Context: an optimization exercise on an open-source flow, tuned for small area. The choices shown serve that exercise and are no tape-out recipe.
In this exercise RTL edits were held to simulation tests only and were not proved equivalent to the original.
The flow treats the clock pin as an ideal source, which a real chip does not have.
Power is estimated from default activity; no workload was simulated.

==> 06-26 <==
==> flow/design.v <==
`timescale 1ns / 1ps
module pwm_in_button (clk, rst, increase_duty_bt, decrease_duty_bt, increase_freq_bt, decrease_freq_bt, pwm_out);
    input clk, rst, increase_duty_bt, decrease_duty_bt, increase_freq_bt, decrease_freq_bt;
    output pwm_out;
    integer i;
    reg  [6:0] db;
    wire [15:0] db_tt = 16'he619;    
    wire       db_fb = db_tt[{db[6], db[4], db[3], db[1]}];
    wire       tick = ~db[0] & db[1] & ~db[2] & db[3] & ~db[4] & ~db[6];
    always @(posedge clk, posedge rst) begin
        if (rst)
            db <= 0;
        else
            db <= {db[5:0], db_fb};
    end
    wire [3:0] bt = {decrease_freq_bt, increase_freq_bt, decrease_duty_bt, increase_duty_bt};
    reg  [3:0] bt_s1, bt_s2, bt_dly;
    wire [3:0] bt_pulse = bt_s2 & ~bt_dly;
    always @(posedge clk, posedge rst) begin
        if (rst) begin
            bt_s1 <= 0;
            bt_s2 <= 0;
            bt_dly <= 0;
        end else begin
            if (tick) begin
                bt_s1 <= bt;
                bt_s2 <= bt_s1;
            end
            bt_dly <= bt_s2;
        end
    end
    reg [7:0] duty, cycl, duty_nxt, cycl_nxt;
    reg [8:0] d_one, d_zero, c_one, c_zero;
    reg       d_inc, d_dec, c_inc, c_dec;
    always @* begin
        d_one[0] = 1'b1;
        d_zero[0] = 1'b1;
        c_one[0] = 1'b1;
        c_zero[0] = 1'b1;
        for (i = 0; i < 8; i = i + 1) begin
            d_one[i+1]  = d_one[i] & duty[i];
            d_zero[i+1] = d_zero[i] & ~duty[i];
            c_one[i+1]  = c_one[i] & cycl[i];
            c_zero[i+1] = c_zero[i] & ~cycl[i];
        end
        d_inc = bt_pulse[0] & ~d_one[8];
        d_dec = ~d_inc & bt_pulse[1] & ~d_zero[8];
        c_inc = bt_pulse[3] & ~c_one[8];
        c_dec = ~c_inc & bt_pulse[2] & ~c_zero[8];
        for (i = 0; i < 8; i = i + 1) begin
            duty_nxt[i] = duty[i] ^ ((d_inc & d_one[i]) | (d_dec & d_zero[i]));
            cycl_nxt[i] = cycl[i] ^ ((c_inc & c_one[i]) | (c_dec & c_zero[i]));
        end
    end
    always @(posedge clk, posedge rst) begin
        if (rst) begin
            duty <= 0;
            cycl <= 0;
        end else begin
            duty <= duty_nxt;
            cycl <= cycl_nxt;
        end
    end
    reg [7:0] fd_cnt, fd_nxt;
    reg       fd_clk;
    reg       fd_lt, fd_c;
    always @* begin
        fd_lt = 1'b0;    
        for (i = 0; i < 8; i = i + 1)
            fd_lt = (~fd_cnt[i] & cycl[i]) | (~fd_cnt[i] & fd_lt) | (cycl[i] & fd_lt);
        fd_c = 1'b1;
        for (i = 0; i < 8; i = i + 1) begin
            fd_nxt[i] = fd_lt & (fd_cnt[i] ^ fd_c);
            fd_c = fd_c & fd_cnt[i];
        end
    end
    wire en = fd_clk & ~|fd_cnt;
    always @(posedge clk, posedge rst) begin
        if (rst) begin
            fd_cnt <= 0;
            fd_clk <= 0;
        end else begin
            fd_cnt <= fd_nxt;
            fd_clk <= fd_clk ^ ~fd_lt;
        end
    end
    reg [7:0] pc, pc_nxt;
    reg       pc_c, pc_lt;
    wire      pc_wrap = &pc[7:1];
    always @* begin
        pc_c = en;
        for (i = 0; i < 8; i = i + 1) begin
            pc_nxt[i] = ~pc_wrap & (pc[i] ^ pc_c);
            pc_c = pc_c & pc[i];
        end
        pc_lt = 1'b0;    
        for (i = 0; i < 8; i = i + 1)
            pc_lt = (~pc[i] & duty[i]) | (~pc[i] & pc_lt) | (duty[i] & pc_lt);
    end
    always @(posedge clk, posedge rst) begin
        if (rst)
            pc <= 0;
        else
            pc <= pc_nxt;
    end
    assign pwm_out = pc_lt;
endmodule
==> flow/flow/run.sh <==
#!/bin/bash
# Own layout flow: the standard synthesis, then an area-oriented re-mapping of
# its combinational logic (flip-flops kept as the standard synthesis made them,
# and the result proven equal to it), then the standard layout steps with the
# smallest port buffers and a clock tree without dummy loads.
set -euo pipefail
W=$(pwd)
F=$W/flow
R=$W/orfs/results/$FLOW_PLATFORM/pwm_in_button/base
LIB=$FLOW_HOME/platforms/$FLOW_PLATFORM/lib/sky130_fd_sc_hd__tt_025C_1v80.lib

# 1. standard synthesis
bash standard.sh synth > $W/log_synth.txt 2>&1
cp $R/1_2_yosys.v $W/netlist_standard.v

# 2. re-map the combinational logic for area: a few ABC scripts, keep the
#    smallest netlist that is proven equal to the standard one
NF='&dch,-f;&nf,-R,1000;&put'
SCRIPTS=("+strash;&get,-n;$NF;strash;&get,-n;$NF")
for s in 0 1 2 3 4 5 6 7; do
  SCRIPTS+=("+strash;&get,-n;&deepsyn,-J,50,-S,$s;$NF")
done
best=""; best_area=""
i=0
for scr in "${SCRIPTS[@]}"; do
  out=$W/netlist_resyn_$i.v
  if RESYN_LIB=$LIB RESYN_IN=$W/netlist_standard.v RESYN_OUT=$out RESYN_SCRIPT="$scr" \
       RESYN_DONT_USE="$(cat $F/dont_use.txt)" timeout 300 yosys -c $F/resyn.tcl > $W/log_resyn_$i.txt 2>&1; then
    a=$(awk '/Chip area/ {print $NF}' $out.stat)
    echo "candidate $i area $a script $scr" >> $W/log_choice.txt
    if [[ -z "$best_area" ]] || awk -v a="$a" -v b="$best_area" 'BEGIN{exit !(a < b)}'; then
      if bash $F/equiv.sh $LIB $W/netlist_standard.v $out $W/log_equiv_$i.txt; then
        best=$out; best_area=$a
      else
        echo "candidate $i not proven equal" >> $W/log_choice.txt
      fi
    fi
  else
    echo "candidate $i failed" >> $W/log_choice.txt
  fi
  i=$((i+1))
done
if [[ -n "$best" ]]; then
  echo "using $best ($best_area)" >> $W/log_choice.txt
  cp $best $R/1_2_yosys.v
  rm -f $R/1_synth.odb $R/1_synth.sdc
  bash standard.sh synth > $W/log_synth_odb.txt 2>&1
else
  echo "keeping the standard netlist" >> $W/log_choice.txt
fi

# 3. the standard layout steps
bash standard.sh \
  "BUFFER_PORTS_ARGS=-buffer_cell sky130_fd_sc_hd__buf_1" \
  "CTS_ARGS=-sink_clustering_enable -repair_clock_nets -dont_use_dummy_load -sink_clustering_size 60 -sink_clustering_max_diameter 500 -buf_list sky130_fd_sc_hd__clkbuf_4 -root_buf sky130_fd_sc_hd__clkbuf_8" \
  finish > $W/log_layout.txt 2>&1
==> flow/flow/cut.py <==
# cut.py in.v out.v modname : replace flop instances by ports (combinational view)
import re,sys
src=open(sys.argv[1]).read()
inst_re=re.compile(r'^\s*(sky130_fd_sc_hd__(?:df|dl|edf|sdf)\w*)\s+(\\\S+|\w+)\s*\((.*?)\);',re.S|re.M)
ins=[];outs=[];assigns=[]
def repl(m):
    cell,name,body=m.group(1),m.group(2),m.group(3)
    key=re.sub(r'[^A-Za-z0-9_]','_',name)
    for pin,net in re.findall(r'\.(\w+)\(([^()]*)\)',body):
        net=net.strip()
        if pin in ('Q','Q_N'):
            p='ff_%s_%s'%(key,pin); ins.append(p); assigns.append('assign %s = %s ;'%(net,p))
        else:
            p='ff_%s_%s'%(key,pin); outs.append(p); assigns.append('assign %s = %s ;'%(p,net))
    return ''
body=inst_re.sub(repl,src)
hdr=re.search(r'module\s+pwm_in_button\s*\((.*?)\);',body,re.S)
ports=hdr.group(1)
newports=ports+', '+', '.join(ins+outs)
body=body.replace(hdr.group(0),'module %s(%s);\n'%(sys.argv[3],newports)+'\n'.join('  input %s;'%p for p in ins)+'\n'+'\n'.join('  output %s;'%p for p in outs)+'\n',1)
body=body.replace('endmodule','\n'.join(assigns)+'\nendmodule')
open(sys.argv[2],'w').write(body)
==> flow/flow/dont_use.txt <==
sky130_fd_sc_hd__probe_p_8 sky130_fd_sc_hd__probec_p_8 sky130_fd_sc_hd__lpflow_* sky130_fd_sc_hd__fill_* sky130_fd_sc_hd__tap* sky130_fd_sc_hd__decap_* sky130_fd_sc_hd__diode_* sky130_fd_sc_hd__dly* sky130_fd_sc_hd__clkdly* sky130_fd_sc_hd__clkbuf_* sky130_fd_sc_hd__clkinv* sky130_fd_sc_hd__ebuf* sky130_fd_sc_hd__einv* sky130_fd_sc_hd__buf_[2-9]* sky130_fd_sc_hd__buf_1[0-9]* sky130_fd_sc_hd__bufbuf* sky130_fd_sc_hd__bufinv* sky130_fd_sc_hd__conb_1 sky130_fd_sc_hd__fa_* sky130_fd_sc_hd__ha_* sky130_fd_sc_hd__fah* sky130_fd_sc_hd__macro*
==> flow/flow/equiv.sh <==
#!/bin/bash
# equiv.sh LIB gold.v gate.v LOG : proves the two netlists' combinational logic
# equal, with every flip-flop cut into a port pair matched by instance name.
LIB=$1; G=$2; T=$3; LOG=$4
D=$(dirname "$0")
python3 $D/cut.py $G eq_gold.v gold
python3 $D/cut.py $T eq_gate.v gate
yosys -p "read_liberty -ignore_miss_func $LIB; read_verilog eq_gold.v eq_gate.v; hierarchy -check; flatten; opt_clean; miter -equiv -flatten -make_outputs gold gate miter; hierarchy -top miter; sat -verify -prove trigger 0 miter" > $LOG 2>&1
==> flow/flow/resyn.tcl <==
# Re-map the combinational logic of the standard synthesis netlist for area.
# Registers (and every other sequential or tie cell) are kept exactly as the
# standard synthesis made them, with their instance names.
yosys -import
set lib $::env(RESYN_LIB)
set in  $::env(RESYN_IN)
set out $::env(RESYN_OUT)
set dont_use {}
foreach c $::env(RESYN_DONT_USE) { lappend dont_use -dont_use $c }

read_liberty -ignore_miss_func $lib
read_verilog $in
hierarchy -top pwm_in_button
blackbox sky130_fd_sc_hd__df* sky130_fd_sc_hd__dl* sky130_fd_sc_hd__sdf* sky130_fd_sc_hd__edf* sky130_fd_sc_hd__conb*
flatten
hierarchy -top pwm_in_button
opt -purge
abc -script $::env(RESYN_SCRIPT) -liberty $lib {*}$dont_use
opt_clean -purge
hilomap -singleton -hicell sky130_fd_sc_hd__conb_1 HI -locell sky130_fd_sc_hd__conb_1 LO
yosys rename -hide w:*.*
opt_clean -purge
read_liberty -lib -ignore_miss_func $lib
check -assert
tee -o $out.stat stat -liberty $lib
write_verilog -noattr -noexpr -nohex -nodec $out
==> flow/standard.sh <==
#!/bin/bash
# synth_recipe.tcl (not shown) runs the flow's synth.tcl, then flattens the netlist and writes it again
# the make line also repeats each setting of config.mk as NAME=value (left out here)
make -C /OpenROAD-flow-scripts/flow DESIGN_CONFIG=/design/flow/config.mk WORK_HOME=/design/flow/orfs CLKGATE_MAP_FILE= SYNTH_SCRIPT=/design/flow/synth_recipe.tcl "${@:-finish}"
==> flow/config.mk <==
export PLATFORM = sky130hd
export DESIGN_NAME = pwm_in_button
export DESIGN_NICKNAME = pwm_in_button
export VERILOG_FILES = /design/flow/design.v
export SDC_FILE = /design/flow/constraint.sdc
export NUM_CORES = 4
export LEC_CHECK = 0
export CAP_MARGIN = 0
export CORE_MARGIN = 2
export CORE_UTILIZATION = 80
export SLEW_MARGIN = 0
==> flow/constraint.sdc <==
create_clock -name core_clock -period 5.0 [get_ports {clk}]
set_input_delay 1.0000 -clock core_clock [delete_from_list [all_inputs] [get_ports {clk}]]
set_output_delay 1.0000 -clock core_clock [all_outputs]
set_load 0.01 [all_outputs]
==> inputs of 06-10, as changes to 06-26 <==
==> flow/flow/run.sh (replaced) <==
#!/bin/bash
# Own layout flow: the standard synthesis, then an area-oriented re-mapping of
# its combinational logic (flip-flops kept as the standard synthesis made them,
# and the result proven equal to it), then the standard layout steps with the
# smallest port buffers and a one-level clock tree (cts_pre.tcl: three clock
# buffers fed from the clock port, each driving a third of the flip-flops;
# TritonCTS is told to skip those nets).
set -euo pipefail
W=$(pwd)
F=$W/flow
R=$W/orfs/results/$FLOW_PLATFORM/pwm_in_button/base
LIB=$FLOW_HOME/platforms/$FLOW_PLATFORM/lib/sky130_fd_sc_hd__tt_025C_1v80.lib

# 1. standard synthesis
bash standard.sh synth > $W/log_synth.txt 2>&1
cp $R/1_2_yosys.v $W/netlist_standard.v

# 2. re-map the combinational logic for area. Round 0 tries a plain ABC
#    mapping and &deepsyn with several seeds on the standard netlist; each later
#    round starts &deepsyn again from the best netlist so far. A candidate is
#    kept only if it is smaller and proven equal to the standard netlist.
NF='&dch,-f;&nf,-R,1000;&put'
best=$W/netlist_standard.v
best_area=$(awk '/Chip area/ {print $NF}' $W/orfs/reports/$FLOW_PLATFORM/pwm_in_button/base/synth_stat.txt 2>/dev/null || true)
best_area=${best_area:-1e18}
echo "standard netlist area $best_area" > $W/log_choice.txt
candidate() {  # candidate ID INPUT SCRIPT
  RESYN_LIB=$LIB RESYN_IN=$2 RESYN_OUT=$W/cand_$1.v RESYN_SCRIPT="$3" \
    RESYN_DONT_USE="$(cat $F/dont_use.txt)" timeout 600 yosys -c $F/resyn.tcl > $W/log_resyn_$1.txt 2>&1 || true
}
for round in 0 1 2 3 4; do
  src=$best
  ids=()
  if [[ $round == 0 ]]; then
    candidate r0_plain $src "+strash;&get,-n;$NF;strash;&get,-n;$NF" &
    ids+=(r0_plain)
  fi
  for k in 0 1 2 3 4 5 6 7; do
    s=$((round * 8 + k))
    J=$(( round == 0 ? 50 : 100 ))
    candidate r${round}_s$s $src "+strash;&get,-n;&deepsyn,-J,$J,-S,$s;$NF" &
    ids+=(r${round}_s$s)
    if (( ${#ids[@]} % 4 == 0 )); then wait; fi
  done
  wait
  for id in "${ids[@]}"; do
    out=$W/cand_$id.v
    [[ -f $out.stat ]] || { echo "candidate $id failed" >> $W/log_choice.txt; continue; }
    a=$(awk '/Chip area/ {print $NF}' $out.stat)
    echo "candidate $id area $a" >> $W/log_choice.txt
    if awk -v a="$a" -v b="$best_area" 'BEGIN{exit !(a < b)}'; then
      if bash $F/equiv.sh $LIB $W/netlist_standard.v $out $W/log_equiv_$id.txt; then
        best=$out; best_area=$a
      else
        echo "candidate $id not proven equal" >> $W/log_choice.txt
      fi
    fi
  done
done
if [[ $best != $W/netlist_standard.v ]]; then
  echo "using $best ($best_area)" >> $W/log_choice.txt
  cp $best $R/1_2_yosys.v
  rm -f $R/1_synth.odb $R/1_synth.sdc
  bash standard.sh synth > $W/log_synth_odb.txt 2>&1
else
  echo "keeping the standard netlist" >> $W/log_choice.txt
fi

# 3. the standard layout steps
bash standard.sh \
  "BUFFER_PORTS_ARGS=-buffer_cell sky130_fd_sc_hd__buf_1" \
  "PRE_CTS_TCL=$F/cts_pre.tcl" CLK_GROUPS=3 CLK_BUF_CELL=sky130_fd_sc_hd__clkbuf_8 \
  "CTS_ARGS=-dont_use_dummy_load -buf_list sky130_fd_sc_hd__clkbuf_8" \
  finish > $W/log_layout.txt 2>&1
==> flow/flow/cts_pre.tcl (new file) <==
# Clock tree made here instead of by TritonCTS: the flip-flops are split by
# position (recursive bisection) into CLK_GROUPS groups of equal size, and each group is driven by
# one clock buffer placed at its centre and fed straight from the clock port.
# Every flip-flop sees the same depth of one buffer. TritonCTS is then told to
# leave these nets alone.
set ngroups $::env(CLK_GROUPS)
set cell $::env(CLK_BUF_CELL)
set block [ord::get_db_block]
set clknet [$block findNet clk]
set master [[ord::get_db] findMaster $cell]
set sinks {}
foreach it [$clknet getITerms] {
  set bb [[$it getInst] getBBox]
  lappend sinks [list [expr {([$bb xMin] + [$bb xMax]) / 2}] [expr {([$bb yMin] + [$bb yMax]) / 2}] $it]
}
# recursive bisection along the longer side of each part's bounding box
proc split_sinks {sinks parts} {
  if {$parts <= 1} { return [list $sinks] }
  set xs {}; set ys {}
  foreach s $sinks { lappend xs [lindex $s 0]; lappend ys [lindex $s 1] }
  set xs [lsort -integer $xs]; set ys [lsort -integer $ys]
  if {[lindex $xs end] - [lindex $xs 0] >= [lindex $ys end] - [lindex $ys 0]} { set key 0 } else { set key 1 }
  set sinks [lsort -integer -index $key $sinks]
  set p1 [expr {$parts / 2}]
  set p2 [expr {$parts - $p1}]
  set cut [expr {[llength $sinks] * $p1 / $parts}]
  return [concat [split_sinks [lrange $sinks 0 [expr {$cut - 1}]] $p1] [split_sinks [lrange $sinks $cut end] $p2]]
}
set groups [split_sinks $sinks $ngroups]
set skip {clk}
for {set g 0} {$g < $ngroups} {incr g} {
  set group [lindex $groups $g]
  set leaf [odb::dbNet_create $block clknet_leaf_$g]
  set inst [odb::dbInst_create $block $master clkbuf_leaf_$g]
  set sx 0; set sy 0
  foreach s $group {
    set it [lindex $s 2]
    $it disconnect
    $it connect $leaf
    set sx [expr {$sx + [lindex $s 0]}]; set sy [expr {$sy + [lindex $s 1]}]
  }
  set k [llength $group]
  [$inst findITerm A] connect $clknet
  [$inst findITerm X] connect $leaf
  $inst setLocation [expr {$sx / $k}] [expr {$sy / $k}]
  $inst setPlacementStatus PLACED
  lappend skip clknet_leaf_$g
  puts "clock buffer clkbuf_leaf_$g ($cell) drives $k flip-flops"
}
set_cts_config -skip_nets $skip
--- a/flow/config.mk
+++ b/flow/config.mk
@@ -8,4 +8,4 @@
 export CAP_MARGIN = 0
-export CORE_MARGIN = 2
-export CORE_UTILIZATION = 80
+export CORE_AREA = 2.76 2.72 61.64 62.56
+export DIE_AREA = 0 0 64.4 65.28
 export SLEW_MARGIN = 0
==> inputs of 02-19, as changes to 06-26 <==
--- a/flow/flow/run.sh
+++ b/flow/flow/run.sh
@@ -54,3 +54,3 @@
   "BUFFER_PORTS_ARGS=-buffer_cell sky130_fd_sc_hd__buf_1" \
-  "CTS_ARGS=-sink_clustering_enable -repair_clock_nets -dont_use_dummy_load -sink_clustering_size 60 -sink_clustering_max_diameter 500 -buf_list sky130_fd_sc_hd__clkbuf_4 -root_buf sky130_fd_sc_hd__clkbuf_8" \
+  "CTS_ARGS=-sink_clustering_enable -repair_clock_nets -dont_use_dummy_load -sink_clustering_size 60 -sink_clustering_max_diameter 500 -buf_list sky130_fd_sc_hd__clkbuf_8" \
   finish > $W/log_layout.txt 2>&1
--- a/flow/config.mk
+++ b/flow/config.mk
@@ -9,3 +9,3 @@
 export CORE_MARGIN = 2
-export CORE_UTILIZATION = 80
+export CORE_UTILIZATION = 40
 export SLEW_MARGIN = 0
==> results.txt <==
met1 capacity usage during global routing 27.52%; hold slack final 0.3680 ns; combinational power 0.0101 mW; vias in the first global route 1,449; initial DRC count 115; inverters 16; cells along the critical path inv_1 -> a211oi_1 -> o21ai_0 -> o21ai_0 -> a21oi_1 -> a21oi_1 -> maj3_1 -> maj3_1 -> buf_1; Mean Syn Cell Area 10.84 um2; Post-Syn Area 2255 um2; first-pass GRT wire length 6396 um; switch share 17.98%; Net count, final 225; status no timing/DRC/antenna violations
-- figures above: 06-10

==> results.txt <==
combinational power 0.0101 mW; vias in the first global route 1,408; cells along the critical path nor2b_1 -> maj3_1 -> maj3_1 -> maj3_1 -> maj3_1 -> maj3_1 -> maj3_1 -> maj3_1 -> buf_1; switch share 20.58%; met1 capacity usage during global routing 17.42%; hold slack final 0.3576 ns; status no timing/DRC/antenna violations; inverters 18; first-pass GRT wire length 6313 um; Post-Syn Area 2295 um2
-- figures above: 02-19

==> results.txt <==
status no timing/DRC/antenna violations; R2R Path Start fd_cnt[0]; Net count, final 233; switch share 20.21%; met1 capacity usage during global routing 42.86%; Post-Syn Area 2295 um2; first-pass GRT wire length 8155 um; inverters 18; register area 1301 um2; combinational power 0.0104 mW; Mean Syn Cell Area 10.72 um2; Antenna Nets Post-Route 0; CTS Sinks 52; vias in the first global route 1,723; hold slack final 0.3711 ns
-- figures above: 06-26

-- static timing again, ports no longer ideal --
In the flow no input, the clock included, has a driving cell. The finished layouts below were timed again as built, in two steps. Step 1 sets driving cells, clkbuf_16 on the clock port and buf_2 on the other inputs (assumed; they add their load-dependent delay and slew). Step 2 moves the port delays by t, midway between the first and last clock arrival at a register: inputs arrive t later, outputs are due t later. That takes back most of the time a late clock gives input paths. Slacks: no drivers / after step 1 / after step 2; pairs: no drivers / after step 1.
run | t (ns) | setup WS [ns] | worst register clock-pin slew, ns | cell pins on the clock port's net
06-26 | 0.322 | 0.371 / 0.344 / 0.666 | 0.09 / 0.09 | 1
06-10 | 0.195 | 1.872 / 1.830 / 2.025 | 0.10 / 0.10 | 3
02-19 | 0.325 | 0.487 / 0.461 / 0.786 | 0.10 / 0.10 | 1
After both steps setup and hold are still met in every run listed.
